Source: an optimization exercise on an open RTL-to-GDS flow (aim: small area). Production flows keep margins and buffers that such runs may drop. The RTL was checked by simulation tests, not by an equivalence proof against the original design. The clock port is modelled as an ideal driver, which makes a skipped or thinned clock tree look cheaper than it is; a real chip needs a root buffer or a tree. Power figures rest on the tool's default switching activity, not on a simulated workload.

Design TinyCPU, start of the top module:
module TinyCPU(In, Clk, Result);
	input  [11:0] In;
	input         Clk;
	output [7:0]  Result;
	wire [3:0] op = In[11:8];
	wire [7:0] d  = In[7:0];
	reg  [7:0] A, nB, R;
	wire [7:0] A_n, nB_n, R_n;
	wire [7:0] b = ~nB;
	wire ld1, hA, ld2, st, hB, hold, e4, e5, e6, P, Q, N;
	wire ge;
	assign Result = R;
	always @(posedge Clk) begin
		A  <= A_n;
		nB <= nB_n;
		R  <= R_n;
	end
	Decoder dec(.op(op), .ge(ge), .ld1(ld1), .hA(hA), .ld2(ld2), .st(st), .hB(hB),
		.hold(hold), .e4(e4), .e5(e5), .e6(e6), .P(P), .Q(Q), .N(N));
	wire [8:1] g;
	Or2 cmp0(.a(A[0]), .b(nB[0]), .y(g[1]));
	wire [7:0] x, gen, S;
	wire [7:1] cg;
	And2 cy0(.a(gen[0]), .b(e4), .y(cg[1]));
	assign S[0] = x[0];
	wire [7:0] n1, nF;
	genvar i;
	generate for (i = 0; i < 8; i = i + 1) begin : sl
		Ao22 amux(.a1(ld1), .a2(d[i]), .b1(hA), .b2(A[i]), .y(A_n[i]));
		Aoi222 bmux(.a1(ld2), .a2(d[i]), .b1(st), .b2(R[i]), .c1(hB), .c2(b[i]), .y(nB_n[i]));
		HalfAdd ha(.a(A[i]), .b(b[i]), .s(x[i]), .co(gen[i]));
		if (i > 0) begin : ch
			Maj3 cmp(.a(A[i]), .b(nB[i]), .c(g[i]), .y(g[i+1]));
			Xor2 sum(.a(x[i]), .b(cg[i]), .y(S[i]));
		end
		if (i > 0 && i < 7) begin : cy
			Ao22 carry(.a1(gen[i]), .a2(e4), .b1(x[i]), .b2(cg[i]), .y(cg[i+1]));
		end
		if (i == 0) begin : sh0
			Aoi22 sh(.a1(hold), .a2(R[i]), .b1(e6), .b2(A[i+1]), .y(n1[i]));
		end else if (i == 7) begin : sh7
			Aoi22 sh(.a1(hold), .a2(R[i]), .b1(e5), .b2(A[i-1]), .y(n1[i]));
		end else begin : shm
			Aoi222 sh(.a1(hold), .a2(R[i]), .b1(e5), .b2(A[i-1]), .c1(e6), .c2(A[i+1]), .y(n1[i]));
		end
		Aoi222 fsel(.a1(S[i]), .a2(P), .b1(gen[i]), .b2(Q), .c1(nB[i]), .c2(N), .y(nF[i]));
		Nand2 rout(.a(n1[i]), .b(nF[i]), .y(R_n[i]));
	end endgenerate
	assign ge = g[8];
endmodule
clock: 5.0 ns
lec_check: 0
abc_area: 1
cap_margin: 20
core_area: 2 2 60 60
die_area: 0 0 62 62
place_density: 0.8
slew_margin: 20
standard.sh (not shown) runs the stock make flow with config.mk's settings and CLKGATE_MAP_FILE= SYNTH_SCRIPT=/design/flow/synth_recipe.tcl, a recipe that flattens the netlist after the stock synthesis.
==> flow/flow/run.sh <==
#!/bin/bash
# Layout flow: the standard ORFS flow (standard.sh) with these changes:
#  - synthesis maps each module with several ABC scripts and keeps the
#    smallest result (flow/abc_pre.tcl), hierarchically, then flattens as
#    synth_recipe.tcl does; registers are those of the standard synthesis;
#  - ports are buffered with the smallest buffer cell;
#  - the clock tree is two buffers driven by the clock port, each driving
#    half of the registers
#    (flow/pre_cts.tcl, in place of TritonCTS).
set -euo pipefail
W=$PWD
export BUFFER_PORTS_ARGS="-buffer_cell sky130_fd_sc_hd__buf_1"
export MY_ABC_SCRIPTS="$W/flow/amap.script:$W/flow/mapa.script"
export MY_ABC_SCRIPTS_Decoder="$W/flow/amap.script:$W/flow/mapa.script:$W/flow/deep.script:$W/flow/deepam.script"
export MY_ABC_DONT_USE="sky130_fd_sc_hd__a2111oi_* sky130_fd_sc_hd__nor4_* sky130_fd_sc_hd__nor4b_* sky130_fd_sc_hd__nor4bb_*"
export PRE_CTS_TCL="$W/flow/pre_cts.tcl"
export MY_CLOCK_PORT=Clk
export MY_CLOCK_BUF=sky130_fd_sc_hd__buf_4
export MY_CLOCK_NBUF=2
cat flow/abc_pre.tcl synth_recipe.tcl > my_synth.tcl
bash standard.sh SYNTH_SCRIPT=$W/my_synth.tcl SYNTH_HIERARCHICAL=1 finish > flow_standard.log 2>&1
Other scripts of this flow, unchanged in this note and not shown: flow/flow/abc_pre.tcl, flow/flow/amap.script, flow/flow/deep.script, flow/flow/deepam.script, flow/flow/mapa.script, flow/flow/pre_cts.tcl
Next try:
Settings changed: CORE_AREA 2 2 60 60 to default, CORE_MARGIN from default to 2, CORE_UTILIZATION from default to 60, DIE_AREA 0 0 62 62 to default.
Effect: Design area came out lower by 1.7%; combinational power hardly moves; utilization came out higher by 27 points; worst setup slack degrades by 0.076 ns; global-route usage came out higher by 11 points; power hardly moves; maximum frequency came out lower by 1.7%; synthesized area is unchanged; cell count came out lower by 9.5%; register-to-register slack degrades by 0.08 ns.
Next try:
Settings changed: CORE_UTILIZATION 60 to 36.
Effect: Clock skew is lower by 0.0032 ns. Cell area is higher slightly. Worst setup slack is better by 0.075 ns.
In every run of this note, the design's own scripts or RTL, not TritonCTS, make the clock network.

* * *

The RTL this note starts from:
==> flow/design.v <==
module TinyCPU(In, Clk, Result);
	input  [11:0] In;
	input         Clk;
	output [7:0]  Result;
	wire [3:0] op = In[11:8];
	wire [7:0] d  = In[7:0];
	reg  [7:0] A, nB, R;
	wire [7:0] A_n, nB_n, R_n;
	wire [7:0] b = ~nB;
	wire ld1, hA, ld2, st, hB, hold, e4, e5, e6, P, Q, N;
	wire ge;
	assign Result = R;
	always @(posedge Clk) begin
		A  <= A_n;
		nB <= nB_n;
		R  <= R_n;
	end
	Decoder dec(.op(op), .ge(ge), .ld1(ld1), .hA(hA), .ld2(ld2), .st(st), .hB(hB),
		.hold(hold), .e4(e4), .e5(e5), .e6(e6), .P(P), .Q(Q), .N(N));
	wire [8:1] g;
	Or2 cmp0(.a(A[0]), .b(nB[0]), .y(g[1]));
	wire [7:0] x, gen, S;
	wire [7:1] c, ncg;
	assign c[1] = gen[0];
	assign S[0] = x[0];
	wire [7:0] n1, nF;
	genvar i;
	generate for (i = 0; i < 8; i = i + 1) begin : sl
		Ao22 amux(.a1(ld1), .a2(d[i]), .b1(hA), .b2(A[i]), .y(A_n[i]));
		Aoi222 bmux(.a1(ld2), .a2(d[i]), .b1(st), .b2(R[i]), .c1(hB), .c2(b[i]), .y(nB_n[i]));
		HalfAdd ha(.a(A[i]), .b(b[i]), .s(x[i]), .co(gen[i]));
		if (i > 0) begin : ch
			Maj3 cmp(.a(A[i]), .b(nB[i]), .c(g[i]), .y(g[i+1]));
			Nand2 gate(.a(c[i]), .b(e4), .y(ncg[i]));
			Xnor2 sum(.a(x[i]), .b(ncg[i]), .y(S[i]));
		end
		if (i > 0 && i < 7) begin : cy
			Ao21 carry(.a1(x[i]), .a2(c[i]), .b1(gen[i]), .y(c[i+1]));
		end
		if (i == 0) begin : sh0
			Aoi22 sh(.a1(hold), .a2(R[i]), .b1(e6), .b2(A[i+1]), .y(n1[i]));
		end else if (i == 7) begin : sh7
			Aoi22 sh(.a1(hold), .a2(R[i]), .b1(e5), .b2(A[i-1]), .y(n1[i]));
		end else begin : shm
			Aoi222 sh(.a1(hold), .a2(R[i]), .b1(e5), .b2(A[i-1]), .c1(e6), .c2(A[i+1]), .y(n1[i]));
		end
		Aoi222 fsel(.a1(S[i]), .a2(P), .b1(gen[i]), .b2(Q), .c1(nB[i]), .c2(N), .y(nF[i]));
		Nand2 rout(.a(n1[i]), .b(nF[i]), .y(R_n[i]));
	end endgenerate
	assign ge = g[8];
endmodule
module Decoder(op, ge, ld1, hA, ld2, st, hB, hold, e4, e5, e6, P, Q, N);
	input [3:0] op;
	input ge;
	output ld1, hA, ld2, st, hB, hold, e4, e5, e6, P, Q, N;
	wire cmpge = (op == 4'd11) & ge;
	assign ld1  = (op == 4'd0001);
	assign hA   = (op > 4'd1);
	assign ld2  = (op == 4'd2);
	assign st   = (op == 4'd3);
	assign hB   = (op != 4'd0) & (op != 4'd2) & (op != 4'd3);
	assign hold = (op == 4'd1) | (op == 4'd2) | (op == 4'd3) | (op >= 4'd12);
	assign e4   = ~op[3] & ~op[0];    
	assign e5   = (op == 4'd5);
	assign e6   = (op == 4'd6);
	assign P    = (op == 4'd4) | (op == 4'd8) | (op == 4'd9) | (op == 4'd10) | cmpge;
	assign Q    = (op == 4'd7) | (op == 4'd8) | cmpge;
	assign N    = (op == 4'd10) | cmpge;
endmodule
module Ao21(a1, a2, b1, y);
	input a1, a2, b1;
	output y;
	assign y = (a1 & a2) | b1;
endmodule
module Xnor2(a, b, y);
	input a, b;
	output y;
	assign y = ~(a ^ b);
endmodule
module HalfAdd(a, b, s, co);
	input a, b;
	output s, co;
	assign s  = a ^ b;
	assign co = a & b;
endmodule
module Aoi222(a1, a2, b1, b2, c1, c2, y);
	input a1, a2, b1, b2, c1, c2;
	output y;
	assign y = ~((a1 & a2) | (b1 & b2) | (c1 & c2));
endmodule
module Aoi22(a1, a2, b1, b2, y);
	input a1, a2, b1, b2;
	output y;
	assign y = ~((a1 & a2) | (b1 & b2));
endmodule
module Ao22(a1, a2, b1, b2, y);
	input a1, a2, b1, b2;
	output y;
	assign y = (a1 & a2) | (b1 & b2);
endmodule
module Maj3(a, b, c, y);
	input a, b, c;
	output y;
	assign y = (a & b) | (c & (a | b));
endmodule
module Or2(a, b, y);
	input a, b;
	output y;
	assign y = a | b;
endmodule
module Nand2(a, b, y);
	input a, b;
	output y;
	assign y = ~(a & b);
endmodule
clock: 5.0 ns
lec_check: 0
abc_area: 1
cap_margin: 0
core_margin: 2
core_utilization: 60
place_density: 0.8
slew_margin: 0
==> flow/flow/run.sh <==
#!/bin/bash
# Layout flow: the standard ORFS flow (standard.sh) with three changes:
#  - synthesis maps each module with several ABC scripts and keeps the
#    smallest result (flow/abc_pre.tcl), hierarchically, then flattens as
#    synth_recipe.tcl does; registers are those of the standard synthesis;
#  - ports are buffered with the smallest buffer cell;
#  - the clock tree is two buffers driven by the clock port, each driving
#    half of the registers
#    (flow/pre_cts.tcl, in place of TritonCTS).
set -euo pipefail
W=$PWD
export BUFFER_PORTS_ARGS="-buffer_cell sky130_fd_sc_hd__buf_1"
export MY_ABC_SCRIPTS="$W/flow/amap.script:$W/flow/mapa.script:$W/flow/deep.script"
export PRE_CTS_TCL="$W/flow/pre_cts.tcl"
export MY_CLOCK_PORT=Clk
export MY_CLOCK_BUF=sky130_fd_sc_hd__buf_4
export MY_CLOCK_NBUF=2
cat flow/abc_pre.tcl synth_recipe.tcl > my_synth.tcl
bash standard.sh SYNTH_SCRIPT=$W/my_synth.tcl SYNTH_HIERARCHICAL=1 finish > flow_standard.log 2>&1
Other scripts of this flow, unchanged in this note and not shown: flow/flow/abc_pre.tcl, flow/flow/amap.script, flow/flow/deep.script, flow/flow/mapa.script, flow/flow/pre_cts.tcl
Rerun with:
Settings changed: CAP_MARGIN 0 to 20, SLEW_MARGIN 0 to 20.
What happened:
- core utilization stays the same
- clock skew stays the same
- die area does not change
No run of this note takes its clock network from TritonCTS; it comes from the design's own scripts or RTL.

## separate check: timing with driven ports
The flow's constraints put no driver on any port. The routed layouts listed below were extracted and timed again, unchanged, in two steps.
Step 1 sets driving cells, clkbuf_16 on the clock port and buf_2 on the other inputs (assumed; they add their load-dependent delay and slew).
Step 2 moves the port delays by t, midway between the first and last clock arrival at a register: inputs arrive t later, outputs are due t later. That takes back most of the time a late clock gives input paths.
a / b / c = ideal / step 1 / step 2; a / b = the first two.
run	shift t [ns]	slack for setup (ns)	slew at the worst register clock pin (ns)	pins driven straight from the clock port
the first run of note 1	0.179	0.711 / 0.711 / 0.711	0.12 / 0.12	2
the second run of note 1	0.177	0.635 / 0.635 / 0.635	0.11 / 0.11	2
the third run of note 1	0.178	0.710 / 0.710 / 0.710	0.11 / 0.11	2
the first run of note 2	0.174	0.693 / 0.693 / 0.693	0.11 / 0.11	2
the second run of note 2	0.174	0.693 / 0.693 / 0.693	0.11 / 0.11	2
After both steps every run listed still meets setup and hold.
